Source: an optimization exercise on an open RTL-to-GDS flow (aim: small area, a short achievable clock period and few clock cycles). Production flows keep margins and buffers that such runs may drop. RTL that was checked went through simulation tests only; none was proved equivalent to the original. No driver is modelled on the clock port, so clock power and skew are understated where the tree is cut down; a real chip needs a root buffer or a tree.

==> inputs of raven <==
Design S_Axi_Lite, start of the top module:
module S_Axi_Lite #(
    parameter integer P_S_AXI_DATA_WIDTH = 32,
    parameter integer P_S_AXI_ADDR_WIDTH = 4
)
(
    input  wire                                S_AXI_ACLK,
    input  wire                                S_AXI_ARESETN,
    input  wire [P_S_AXI_ADDR_WIDTH-1 : 0]     S_AXI_AWADDR,
    input  wire [2 : 0]                        S_AXI_AWPROT,
    input  wire                                S_AXI_AWVALID,
    output wire                                S_AXI_AWREADY,
    input  wire [P_S_AXI_DATA_WIDTH-1 : 0]     S_AXI_WDATA,
    input  wire [(P_S_AXI_DATA_WIDTH/8)-1 : 0] S_AXI_WSTRB,
    input  wire                                S_AXI_WVALID,
    output wire                                S_AXI_WREADY,
    output wire [1 : 0]                        S_AXI_BRESP,
    output wire                                S_AXI_BVALID,
    input  wire                                S_AXI_BREADY,
    input  wire [P_S_AXI_ADDR_WIDTH-1 : 0]     S_AXI_ARADDR,
    input  wire [2 : 0]                        S_AXI_ARPROT,
    input  wire                                S_AXI_ARVALID,
    output wire                                S_AXI_ARREADY,
    output wire [P_S_AXI_DATA_WIDTH-1 : 0]     S_AXI_RDATA,
    output wire [1 : 0]                        S_AXI_RRESP,
    output wire                                S_AXI_RVALID,
    input  wire                                S_AXI_RREADY
);
==> module S_Axi_Lite, before the edit <==
module S_Axi_Lite #(
    parameter integer P_S_AXI_DATA_WIDTH = 32,
    parameter integer P_S_AXI_ADDR_WIDTH = 4
)
(
    input  wire                                S_AXI_ACLK,
    input  wire                                S_AXI_ARESETN,
    input  wire [P_S_AXI_ADDR_WIDTH-1 : 0]     S_AXI_AWADDR,
    input  wire [2 : 0]                        S_AXI_AWPROT,
    input  wire                                S_AXI_AWVALID,
    output wire                                S_AXI_AWREADY,
    input  wire [P_S_AXI_DATA_WIDTH-1 : 0]     S_AXI_WDATA,
    input  wire [(P_S_AXI_DATA_WIDTH/8)-1 : 0] S_AXI_WSTRB,
    input  wire                                S_AXI_WVALID,
    output wire                                S_AXI_WREADY,
    output wire [1 : 0]                        S_AXI_BRESP,
    output wire                                S_AXI_BVALID,
    input  wire                                S_AXI_BREADY,
    input  wire [P_S_AXI_ADDR_WIDTH-1 : 0]     S_AXI_ARADDR,
    input  wire [2 : 0]                        S_AXI_ARPROT,
    input  wire                                S_AXI_ARVALID,
    output wire                                S_AXI_ARREADY,
    output wire [P_S_AXI_DATA_WIDTH-1 : 0]     S_AXI_RDATA,
    output wire [1 : 0]                        S_AXI_RRESP,
    output wire                                S_AXI_RVALID,
    input  wire                                S_AXI_RREADY
);
localparam integer DW = P_S_AXI_DATA_WIDTH;
reg       wq_v0;
reg [3:0] wq_h0;
reg [1:0] wq_a1;
reg       r_bvalid, b2;
reg       r_awready, r_wready;
wire wq_v1 = ~r_awready;
wire aw_hs = S_AXI_AWVALID & r_awready;
wire w_hs  = S_AXI_WVALID  & r_wready;
wire b_hs  = r_bvalid      & S_AXI_BREADY;
wire wq_v0_n = wq_v1 | aw_hs | (wq_v0 & ~w_hs);
wire wq_v1_n = ~w_hs & (wq_v1 | (aw_hs & wq_v0));
wire b1_n    = b2 | w_hs | (r_bvalid & ~b_hs);
wire b2_n    = ~b_hs & (b2 | (r_bvalid & w_hs));
wire wq_ld   = ~wq_v0 | w_hs;              
always @(posedge S_AXI_ACLK) begin
    if (~S_AXI_ARESETN) begin
        wq_v0     <= 1'b0;
        r_awready <= 1'b1;
        r_wready  <= 1'b0;
        r_bvalid  <= 1'b0;
        b2        <= 1'b0;
    end else begin
        wq_v0     <= wq_v0_n;
        r_awready <= ~wq_v1_n;
        r_wready  <= wq_v0_n & ~b2_n;
        r_bvalid  <= b1_n;
        b2        <= b2_n;
    end
end
always @(posedge S_AXI_ACLK) begin
    if (r_awready)
        wq_a1 <= S_AXI_AWADDR[1:0];
    wq_h0 <= ({4{wq_ld}} & (4'b0001 << (wq_v1 ? wq_a1 : S_AXI_AWADDR[1:0]))) |
             ({4{~wq_ld}} & wq_h0);
end
reg [DW-1:0] r_reg0, r_reg1, r_reg2, r_reg3;
reg [3:0]    rv;
wire [3:0] we = {4{w_hs}} & wq_h0;
always @(posedge S_AXI_ACLK) begin
    if (~S_AXI_ARESETN)
        rv <= 4'd0;
    else
        rv <= rv | we;
end
always @(posedge S_AXI_ACLK) begin
    if (we[0]) r_reg0 <= S_AXI_WDATA;
    if (we[1]) r_reg1 <= S_AXI_WDATA;
    if (we[2]) r_reg2 <= S_AXI_WDATA;
    if (we[3]) r_reg3 <= S_AXI_WDATA;
end
reg       rq_v0;
reg [3:0] rq_h0;                           
reg [1:0] rq_a1;
reg       r_arready, r_rvalid;
reg [DW-1:0] r_rdata;
wire rq_v1 = ~r_arready;
wire ar_hs = S_AXI_ARVALID & r_arready;
wire r_adv = ~r_rvalid | S_AXI_RREADY;    
wire r_mv  = rq_v0 & r_adv;
wire rq_v0_n = rq_v1 | ar_hs | (rq_v0 & ~r_mv);
wire rq_v1_n = ~r_mv & (rq_v1 | (ar_hs & rq_v0));
wire rq_ld   = ~rq_v0 | r_mv;              
always @(posedge S_AXI_ACLK) begin
    if (~S_AXI_ARESETN) begin
        rq_v0     <= 1'b0;
        r_arready <= 1'b1;
        r_rvalid  <= 1'b0;
    end else begin
        rq_v0     <= rq_v0_n;
        r_arready <= ~rq_v1_n;
        r_rvalid  <= r_mv | ~r_adv;
    end
end
always @(posedge S_AXI_ACLK) begin
    if (r_arready)
        rq_a1 <= S_AXI_ARADDR[1:0];
    rq_h0 <= ({4{rq_ld}} & (4'b0001 << (rq_v1 ? rq_a1 : S_AXI_ARADDR[1:0]))) |
             ({4{~rq_ld}} & rq_h0);
end
wire [3:0] rsel = rv & rq_h0;
wire [3:0] rld  = rsel & {4{r_adv}};
wire       rhld = ~r_adv;
always @(posedge S_AXI_ACLK) begin
    r_rdata <= ({DW{rld[0]}} & r_reg0) | ({DW{rld[1]}} & r_reg1) |
               ({DW{rld[2]}} & r_reg2) | ({DW{rld[3]}} & r_reg3) |
               ({DW{rhld}}   & r_rdata);
end
assign S_AXI_AWREADY = r_awready;
assign S_AXI_WREADY  = r_wready;
assign S_AXI_BVALID  = r_bvalid;
assign S_AXI_BRESP   = 2'b00;
assign S_AXI_ARREADY = r_arready;
assign S_AXI_RVALID  = r_rvalid;
assign S_AXI_RDATA   = r_rdata;
assign S_AXI_RRESP   = 2'b00;
endmodule
clock: 4.0 ns
lec_check: 0
cap_margin: 20
core_margin: 2
core_utilization: 60
setup_slack_margin: 2.45
slew_margin: 20
standard.sh (not shown) runs the stock make flow with config.mk's settings and CLKGATE_MAP_FILE= SYNTH_SCRIPT=/design/flow/synth_recipe.tcl, a recipe that flattens the netlist after the stock synthesis.
==> flow/flow/run.sh <==
#!/bin/bash
# Own layout flow: the standard synthesis (standard.sh synth, unchanged),
# then the gates between the registers re-mapped for area (remap.sh; registers
# untouched, equivalence checked), then the standard layout steps with
# minimum-size port buffers and a two-level clock tree: the clock port drives
# four clkbuf_16, which drive ten clkbuf_16, each feeding one placement
# cluster of registers (mytree.tcl).
set -euo pipefail
W=$PWD
F=$W/flow
R=$W/orfs/results/sky130hd/S_Axi_Lite/base
mkdir -p "$W/remap"
bash standard.sh synth > "$W/synth.log" 2>&1
cp "$R/1_2_yosys.v" "$W/remap/std_synth.v"
bash "$F/remap.sh" "$W/remap/std_synth.v" "$W/remap/remapped.v" "$W/remap" > "$W/remap.log" 2>&1
cp "$W/remap/remapped.v" "$R/1_2_yosys.v"
rm -f "$R/1_synth.odb" "$R/1_synth.sdc"
export BUFFER_PORTS_ARGS="-buffer_cell sky130_fd_sc_hd__buf_1"
export PRE_CTS_TCL="$F/pre_cts.tcl"
bash standard.sh > "$W/layout.log" 2>&1
==> flow/flow/mytree.tcl <==
# Clock tree built directly: the clock port drives NROOT clock buffers; each
# of them drives some of the NLEAF leaf buffers; each leaf buffer drives the
# clock pins of one cluster of registers (k-means on placement). Every
# register is two buffers from the port, so the tree is balanced.

# k-means on points {id x y}; returns the cluster index of each point and the
# centres. Deterministic start: points spread along the x order.
proc my_kmeans {pts k} {
  set n [llength $pts]
  set sorted [lsort -real -index 1 $pts]
  set cents {}
  for {set j 0} {$j < $k} {incr j} {
    set p [lindex $sorted [expr {int(($j + 0.5) * $n / $k)}]]
    lappend cents [list [lindex $p 1] [lindex $p 2]]
  }
  for {set iter 0} {$iter < 100} {incr iter} {
    set assign {}
    foreach p $pts {
      set best 0; set bd 1e30
      for {set j 0} {$j < $k} {incr j} {
        set c [lindex $cents $j]
        set d [expr {hypot([lindex $p 1]-[lindex $c 0], [lindex $p 2]-[lindex $c 1])}]
        if {$d < $bd} { set bd $d; set best $j }
      }
      lappend assign $best
    }
    set newc {}
    for {set j 0} {$j < $k} {incr j} {
      set sx 0.0; set sy 0.0; set m 0
      foreach p $pts a $assign {
        if {$a == $j} { set sx [expr {$sx+[lindex $p 1]}]; set sy [expr {$sy+[lindex $p 2]}]; incr m }
      }
      if {$m > 0} { lappend newc [list [expr {$sx/$m}] [expr {$sy/$m}]] } else { lappend newc [lindex $cents $j] }
    }
    if {$newc eq $cents} { break }
    set cents $newc
  }
  return [list $assign $cents]
}

proc my_make_buf {blk master name in_net xy} {
  set inst [odb::dbInst_create $blk $master $name]
  set net [odb::dbNet_create $blk "${name}_net"]
  $net setSigType CLOCK
  [$inst findITerm X] connect $net
  [$inst findITerm A] connect $in_net
  $inst setLocation [expr {int([lindex $xy 0])}] [expr {int([lindex $xy 1])}]
  $inst setPlacementStatus PLACED
  return $net
}

proc my_clock_tree {nroot nleaf rootcell leafcell} {
  set blk [ord::get_db_block]
  set clk_net [$blk findNet S_AXI_ACLK]
  set sinks {}
  foreach it [$clk_net getITerms] {
    set bb [[$it getInst] getBBox]
    lappend sinks [list $it [expr {([$bb xMin]+[$bb xMax])/2.0}] [expr {([$bb yMin]+[$bb yMax])/2.0}]]
  }
  lassign [my_kmeans $sinks $nleaf] sink_assign leaf_cents
  set leaves {}
  for {set j 0} {$j < $nleaf} {incr j} { lappend leaves [list $j {*}[lindex $leaf_cents $j]] }
  lassign [my_kmeans $leaves $nroot] leaf_assign root_cents
  # a root buffer sits between the port and its leaves' centre
  set rmaster [[ord::get_db] findMaster $rootcell]
  set lmaster [[ord::get_db] findMaster $leafcell]
  set root_nets {}
  for {set r 0} {$r < $nroot} {incr r} {
    lappend root_nets [my_make_buf $blk $rmaster "clkbuf_root_$r" $clk_net [lindex $root_cents $r]]
  }
  set leaf_nets {}
  for {set j 0} {$j < $nleaf} {incr j} {
    lappend leaf_nets [my_make_buf $blk $lmaster "clkbuf_leaf_$j" [lindex $root_nets [lindex $leaf_assign $j]] [lindex $leaf_cents $j]]
  }
  foreach s $sinks a $sink_assign {
    set it [lindex $s 0]
    $it disconnect
    $it connect [lindex $leaf_nets $a]
  }
  set_propagated_clock [all_clocks]
  puts "my_clock_tree: [llength $sinks] sinks, $nroot root and $nleaf leaf buffers"
}
==> flow/flow/pre_cts.tcl <==
# Sourced by ORFS's cts.tcl before clock tree synthesis (PRE_CTS_TCL).
# Builds the clock tree here (mytree.tcl) and turns the step's own
# clock_tree_synthesis call into a no-op; the rest of the CTS step
# (legalization, timing repair) runs as usual.
source [file join [file dirname [info script]] mytree.tcl]
my_clock_tree 4 10 sky130_fd_sc_hd__clkbuf_16 sky130_fd_sc_hd__clkbuf_16
proc clock_tree_synthesis {args} {
  puts "clock tree built by flow/mytree.tcl; clock_tree_synthesis skipped"
}
==> flow/flow/remap.sh <==
#!/bin/bash
set -uo pipefail
STD=$1; OUT=$2; D=$3
F=$(cd "$(dirname "$0")" && pwd)
LIB=$FLOW_HOME/platforms/sky130hd/lib/sky130_fd_sc_hd__tt_025C_1v80.lib
DU=$(grep -o 'sky130_fd_sc_hd__lpflow_[a-z0-9_]*\|sky130_fd_sc_hd__probe[a-z0-9_]*' "$LIB" | sort -u | sed 's/^/-dont_use /' | tr '\n' ' ')
best=""; best_area=""
cp "$STD" "$OUT"
n=0
while IFS= read -r line; do
  [[ -z "$line" ]] && continue
  n=$((n+1)); sc=s$n
  echo "$line" | tr ';' '\n' | sed 's/^ *//' > "$D/$sc.abc"; echo topo >> "$D/$sc.abc"
  cat > "$D/remap_$sc.ys" <<EOY
read_liberty -ignore_miss_func $LIB
blackbox =sky130_fd_sc_hd__*df* =sky130_fd_sc_hd__*dl* =sky130_fd_sc_hd__*sdf*
read_verilog $STD
hierarchy -top S_Axi_Lite
flatten
opt_clean
abc -liberty $LIB $DU -script $D/$sc.abc
opt_clean -purge
rename -hide w:*.*
opt_clean -purge
hilomap -singleton -hicell sky130_fd_sc_hd__conb_1 HI -locell sky130_fd_sc_hd__conb_1 LO
opt_clean -purge
tee -o $D/remap_$sc.stat stat -liberty $LIB
write_verilog -noattr -nohex -nodec $D/remap_$sc.v
EOY
  yosys -l "$D/remap_$sc.log" -s "$D/remap_$sc.ys" < /dev/null > /dev/null 2>&1 || continue
  cat > "$D/equiv_$sc.ys" <<EOY
read_liberty -ignore_miss_func $LIB
read_verilog $STD
rename S_Axi_Lite gold
read_verilog $D/remap_$sc.v
rename S_Axi_Lite gate
hierarchy -check
cd gold
rename -hide w:* i:* %d o:* %d
rename -hide c:* t:sky130_fd_sc_hd__*df* %d
cd gate
rename -hide w:* i:* %d o:* %d
rename -hide c:* t:sky130_fd_sc_hd__*df* %d
cd
flatten gold gate
opt_clean
equiv_make gold gate equiv
hierarchy -top equiv
equiv_simple -seq 2
equiv_induct
equiv_status -assert
EOY
  yosys -l "$D/equiv_$sc.log" -s "$D/equiv_$sc.ys" < /dev/null > /dev/null 2>&1 || { echo "remap $sc: not proven equivalent, skipped"; continue; }
  # every register instance of the standard netlist must still be there
  a=$(grep -o '^ *sky130_fd_sc_hd__e\?df[a-z0-9_]* [^ ]*' "$STD" | sort | md5sum)
  b=$(grep -o '^ *sky130_fd_sc_hd__e\?df[a-z0-9_]* [^ ]*' "$D/remap_$sc.v" | sort | md5sum)
  [[ "$a" == "$b" ]] || { echo "remap $sc: registers differ, skipped"; continue; }
  area=$(grep -o "Chip area for module '\\\\S_Axi_Lite': [0-9.]*" "$D/remap_$sc.stat" | awk '{print $NF}')
  echo "remap $sc: area $area"
  if [[ -z "$best" ]] || awk "BEGIN{exit !($area < $best_area)}"; then best=$sc; best_area=$area; fi
done < "$F/scripts.abc"
if [[ -n "$best" ]]; then cp "$D/remap_$best.v" "$OUT"; echo "using remap $best"; else echo "using the standard netlist"; fi
==> flow/flow/scripts.abc <==
strash; dch; map -a
strash; dch; amap
strash; dc2; dch; map -a
strash; balance; rewrite; refactor; balance; rewrite -z; rewrite -z; balance; dch; map -a
strash; dch -f; map -a
strash; dch; map -a; strash; dch; amap
strash; dc2; dc2; dch -f; amap
strash; dch -f; amap
strash; dc2; dch -f; map -a
strash; balance; rewrite; refactor; balance; rewrite -z; rewrite -z; balance; dch -f; amap
strash; dc2; dch; amap
strash; dch; amap; strash; dch -f; map -a
==> sierra (differences from raven) <==
--- a/flow/flow/run.sh
+++ b/flow/flow/run.sh
@@ -3,7 +3,7 @@
 # then the gates between the registers re-mapped for area (remap.sh; registers
 # untouched, equivalence checked), then the standard layout steps with
-# minimum-size port buffers and a two-level clock tree: the clock port drives
-# four clkbuf_16, which drive ten clkbuf_16, each feeding one placement
-# cluster of registers (mytree.tcl).
+# minimum-size port buffers and a balanced two-level clock tree: the clock
+# port drives four buf_16, each driving two buf_12, each feeding an equal
+# share of the registers, split by recursive bisection (mytree.tcl).
 set -euo pipefail
 W=$PWD
==> flow/flow/mytree.tcl (replaced) <==
# Clock tree built directly, balanced by recursive bisection: the registers
# are split in halves of equal count (across the longer side of their
# bounding box) until there are NLEAF groups; each group gets a leaf buffer
# at its centre. The clock port drives NROOT root buffers; root r drives the
# NLEAF/NROOT leaves that come from the same part of the bisection. Every
# register is two buffers from the port and every buffer drives the same
# number of loads (within one), so the tree is balanced.

proc my_bisect {pts n} {
  # pts: list of {item x y}; returns n groups of nearly equal size
  if {$n <= 1} { return [list $pts] }
  set xs [lmap p $pts {lindex $p 1}]
  set ys [lmap p $pts {lindex $p 2}]
  set w [expr {[tcl::mathfunc::max {*}$xs] - [tcl::mathfunc::min {*}$xs]}]
  set h [expr {[tcl::mathfunc::max {*}$ys] - [tcl::mathfunc::min {*}$ys]}]
  set idx [expr {$w >= $h ? 1 : 2}]
  set sorted [lsort -real -index $idx $pts]
  set half [expr {$n / 2}]
  set cut [expr {int(round([llength $pts] * double($half) / $n))}]
  return [concat [my_bisect [lrange $sorted 0 [expr {$cut - 1}]] $half] \
                 [my_bisect [lrange $sorted $cut end] [expr {$n - $half}]]]
}

proc my_centre {pts} {
  set sx 0.0; set sy 0.0
  foreach p $pts { set sx [expr {$sx + [lindex $p 1]}]; set sy [expr {$sy + [lindex $p 2]}] }
  set m [llength $pts]
  return [list [expr {$sx / $m}] [expr {$sy / $m}]]
}

proc my_make_buf {blk master name in_net xy} {
  set inst [odb::dbInst_create $blk $master $name]
  set net [odb::dbNet_create $blk "${name}_net"]
  $net setSigType CLOCK
  [$inst findITerm X] connect $net
  [$inst findITerm A] connect $in_net
  $inst setLocation [expr {int([lindex $xy 0])}] [expr {int([lindex $xy 1])}]
  $inst setPlacementStatus PLACED
  return $net
}

proc my_clock_tree {nroot nleaf rootcell leafcell} {
  set blk [ord::get_db_block]
  set clk_net [$blk findNet S_AXI_ACLK]
  set sinks {}
  foreach it [$clk_net getITerms] {
    set bb [[$it getInst] getBBox]
    lappend sinks [list $it [expr {([$bb xMin]+[$bb xMax])/2.0}] [expr {([$bb yMin]+[$bb yMax])/2.0}]]
  }
  set rmaster [[ord::get_db] findMaster $rootcell]
  set lmaster [[ord::get_db] findMaster $leafcell]
  set per [expr {$nleaf / $nroot}]
  set r 0; set l 0
  foreach rgroup [my_bisect $sinks $nroot] {
    set lgroups [my_bisect $rgroup $per]
    set lcentres [lmap g $lgroups {my_centre $g}]
    set rnet [my_make_buf $blk $rmaster "clkbuf_root_$r" $clk_net [my_centre [lmap c $lcentres {list x {*}$c}]]]
    foreach g $lgroups c $lcentres {
      set lnet [my_make_buf $blk $lmaster "clkbuf_leaf_$l" $rnet $c]
      foreach s $g {
        set it [lindex $s 0]
        $it disconnect
        $it connect $lnet
      }
      incr l
    }
    incr r
  }
  set_propagated_clock [all_clocks]
  puts "my_clock_tree: [llength $sinks] sinks, $nroot root and $nleaf leaf buffers"
}
--- a/flow/flow/pre_cts.tcl
+++ b/flow/flow/pre_cts.tcl
@@ -4,5 +4,5 @@
 # (legalization, timing repair) runs as usual.
 source [file join [file dirname [info script]] mytree.tcl]
-my_clock_tree 4 10 sky130_fd_sc_hd__clkbuf_16 sky130_fd_sc_hd__clkbuf_16
+my_clock_tree 4 8 sky130_fd_sc_hd__buf_16 sky130_fd_sc_hd__buf_12
 proc clock_tree_synthesis {args} {
   puts "clock tree built by flow/mytree.tcl; clock_tree_synthesis skipped"
==> flow/flow/scripts.abc (replaced) <==
strash; dch; map -a
--- a/flow/config.mk
+++ b/flow/config.mk
@@ -9,4 +9,4 @@
 export CORE_MARGIN = 2
 export CORE_UTILIZATION = 60
-export SETUP_SLACK_MARGIN = 2.45
+export SETUP_SLACK_MARGIN = 2.35
 export SLEW_MARGIN = 20
==> harbor (differences from raven) <==
--- a/flow/design.v
+++ b/flow/design.v
@@ -40,5 +40,4 @@
 wire b1_n    = b2 | w_hs | (r_bvalid & ~b_hs);
 wire b2_n    = ~b_hs & (b2 | (r_bvalid & w_hs));
-wire wq_ld   = ~wq_v0 | w_hs;              
 always @(posedge S_AXI_ACLK) begin
     if (~S_AXI_ARESETN) begin
@@ -59,6 +58,6 @@
     if (r_awready)
         wq_a1 <= S_AXI_AWADDR[1:0];
-    wq_h0 <= ({4{wq_ld}} & (4'b0001 << (wq_v1 ? wq_a1 : S_AXI_AWADDR[1:0]))) |
-             ({4{~wq_ld}} & wq_h0);
+    if (~wq_v0 | w_hs)
+        wq_h0 <= 4'b0001 << (wq_v1 ? wq_a1 : S_AXI_AWADDR[1:0]);
 end
 reg [DW-1:0] r_reg0, r_reg1, r_reg2, r_reg3;
@@ -78,6 +77,5 @@
 end
 reg       rq_v0;
-reg [3:0] rq_h0;                           
-reg [1:0] rq_a1;
+reg [1:0] rq_a0, rq_a1;
 reg       r_arready, r_rvalid;
 reg [DW-1:0] r_rdata;
@@ -88,5 +86,4 @@
 wire rq_v0_n = rq_v1 | ar_hs | (rq_v0 & ~r_mv);
 wire rq_v1_n = ~r_mv & (rq_v1 | (ar_hs & rq_v0));
-wire rq_ld   = ~rq_v0 | r_mv;              
 always @(posedge S_AXI_ACLK) begin
     if (~S_AXI_ARESETN) begin
@@ -103,8 +100,8 @@
     if (r_arready)
         rq_a1 <= S_AXI_ARADDR[1:0];
-    rq_h0 <= ({4{rq_ld}} & (4'b0001 << (rq_v1 ? rq_a1 : S_AXI_ARADDR[1:0]))) |
-             ({4{~rq_ld}} & rq_h0);
+    if (~rq_v0 | r_mv)
+        rq_a0 <= rq_v1 ? rq_a1 : S_AXI_ARADDR[1:0];
 end
-wire [3:0] rsel = rv & rq_h0;
+wire [3:0] rsel = rv & {rq_a0 == 2'd3, rq_a0 == 2'd2, rq_a0 == 2'd1, rq_a0 == 2'd0};
 wire [3:0] rld  = rsel & {4{r_adv}};
 wire       rhld = ~r_adv;
--- a/flow/flow/run.sh
+++ b/flow/flow/run.sh
@@ -4,5 +4,5 @@
 # untouched, equivalence checked), then the standard layout steps with
 # minimum-size port buffers and a two-level clock tree: the clock port drives
-# four clkbuf_16, which drive ten clkbuf_16, each feeding one placement
+# four clkbuf_16, which drive eight clkbuf_16, each feeding one placement
 # cluster of registers (mytree.tcl).
 set -euo pipefail
==> flow/flow/amap.abc (new file) <==
strash
dch
amap
topo
==> flow/flow/map_a.abc (new file) <==
strash
dch
map -a
topo
--- a/flow/flow/pre_cts.tcl
+++ b/flow/flow/pre_cts.tcl
@@ -4,5 +4,5 @@
 # (legalization, timing repair) runs as usual.
 source [file join [file dirname [info script]] mytree.tcl]
-my_clock_tree 4 10 sky130_fd_sc_hd__clkbuf_16 sky130_fd_sc_hd__clkbuf_16
+my_clock_tree 4 8 sky130_fd_sc_hd__clkbuf_16 sky130_fd_sc_hd__clkbuf_16
 proc clock_tree_synthesis {args} {
   puts "clock tree built by flow/mytree.tcl; clock_tree_synthesis skipped"
--- a/flow/flow/remap.sh
+++ b/flow/flow/remap.sh
@@ -7,9 +7,5 @@
 best=""; best_area=""
 cp "$STD" "$OUT"
-n=0
-while IFS= read -r line; do
-  [[ -z "$line" ]] && continue
-  n=$((n+1)); sc=s$n
-  echo "$line" | tr ';' '\n' | sed 's/^ *//' > "$D/$sc.abc"; echo topo >> "$D/$sc.abc"
+for sc in map_a amap; do
   cat > "$D/remap_$sc.ys" <<EOY
 read_liberty -ignore_miss_func $LIB
@@ -19,5 +15,5 @@
 flatten
 opt_clean
-abc -liberty $LIB $DU -script $D/$sc.abc
+abc -liberty $LIB $DU -script $F/$sc.abc
 opt_clean -purge
 rename -hide w:*.*
@@ -28,5 +24,5 @@
 write_verilog -noattr -nohex -nodec $D/remap_$sc.v
 EOY
-  yosys -l "$D/remap_$sc.log" -s "$D/remap_$sc.ys" < /dev/null > /dev/null 2>&1 || continue
+  yosys -l "$D/remap_$sc.log" -s "$D/remap_$sc.ys" > /dev/null 2>&1 || continue
   cat > "$D/equiv_$sc.ys" <<EOY
 read_liberty -ignore_miss_func $LIB
@@ -36,12 +32,6 @@
 rename S_Axi_Lite gate
 hierarchy -check
-cd gold
-rename -hide w:* i:* %d o:* %d
-rename -hide c:* t:sky130_fd_sc_hd__*df* %d
-cd gate
-rename -hide w:* i:* %d o:* %d
-rename -hide c:* t:sky130_fd_sc_hd__*df* %d
-cd
 flatten gold gate
+rename -hide w:_*
 opt_clean
 equiv_make gold gate equiv
@@ -51,5 +41,5 @@
 equiv_status -assert
 EOY
-  yosys -l "$D/equiv_$sc.log" -s "$D/equiv_$sc.ys" < /dev/null > /dev/null 2>&1 || { echo "remap $sc: not proven equivalent, skipped"; continue; }
+  yosys -l "$D/equiv_$sc.log" -s "$D/equiv_$sc.ys" > /dev/null 2>&1 || { echo "remap $sc: not proven equivalent, skipped"; continue; }
   # every register instance of the standard netlist must still be there
   a=$(grep -o '^ *sky130_fd_sc_hd__e\?df[a-z0-9_]* [^ ]*' "$STD" | sort | md5sum)
@@ -59,4 +49,4 @@
   echo "remap $sc: area $area"
   if [[ -z "$best" ]] || awk "BEGIN{exit !($area < $best_area)}"; then best=$sc; best_area=$area; fi
-done < "$F/scripts.abc"
+done
 if [[ -n "$best" ]]; then cp "$D/remap_$best.v" "$OUT"; echo "using remap $best"; else echo "using the standard netlist"; fi
--- a/flow/config.mk
+++ b/flow/config.mk
@@ -9,4 +9,4 @@
 export CORE_MARGIN = 2
 export CORE_UTILIZATION = 60
-export SETUP_SLACK_MARGIN = 2.45
+export SETUP_SLACK_MARGIN = 2.35
 export SLEW_MARGIN = 20
removed: flow/flow/scripts.abc
==> flow_summary.ini <==
[worst_setup_path]
worst_path_largest_cell_delay_ns = 0.24
crit_family = simple AND/OR/NAND/NOR gates
crit_path_max_fanout = 6

[run_status]
status = finished clean

[finish]
final_core_utilization = 0.7393
[end of results for harbor]
==> flow_summary.ini <==
[floorplan]
coreArea_um2 = 9864
die_h_um = 105.3

[run_status]
status = finished clean

[finish]
final_core_utilization = 0.7246

[worst_setup_path]
crit_family = flip-flops
worst_path_largest_cell_delay_ns = 0.39
crit_path_max_fanout = 7
[end of results for sierra]
==> flow_summary.ini <==
[power_and_ir_drop]
finalPower_w = 0.003556

[run_status]
status = finished clean

[worst_setup_path]
crit_family = simple AND/OR/NAND/NOR gates
crit_path_max_fanout = 11
ff2ff_setup_slack_ns = 2.64

[finish]
antennaDiodeCount = 0
nNetsFinal = 554
final_core_utilization = 0.7657
multi_input_cells = 182
[end of results for raven]
Testbench counts of raven, summed over its fixed seeds: cycles 784.
Testbench counts of sierra, summed over its fixed seeds: cycles 784.
For harbor, only the layout was checked, not whether the RTL still works. No run of this note takes its clock network from TritonCTS; it comes from the design's own scripts or RTL.

## re-timing with driven ports
The flow's constraints put no driver on any port. The routed layouts listed below were extracted and timed again, unchanged, in two steps. Step 1 assumes that a clkbuf_16 drives the clock port and a buf_2 every other input. Step 2 moves the port delays by t, midway between the first and last clock arrival at a register: inputs arrive t later, outputs are due t later. That takes back most of the time a late clock gives input paths. Three values: no drivers, after step 1, after step 2; two values: the first two.
run | shift t [ns] | setup slack, ns | worst hold slack (ns) | worst setup path after step 2 | worst register clock-pin slew, ns
raven | 0.360 | 2.448 / 2.372 / 2.150 | 0.469 / 0.469 / 0.469 | input to register | 0.09 / 0.09
sierra | 0.335 | 2.414 / 2.311 / 2.219 | 0.487 / 0.487 / 0.487 | input to register | 0.09 / 0.09
harbor | 0.367 | 2.356 / 2.293 / 2.031 | 0.467 / 0.467 / 0.467 | input to register | 0.10 / 0.10
After both steps every run listed still meets setup and hold. For harbor, which loses most, drivers alone change the setup slack by -0.063 ns; drivers and shift together by -0.325 ns.
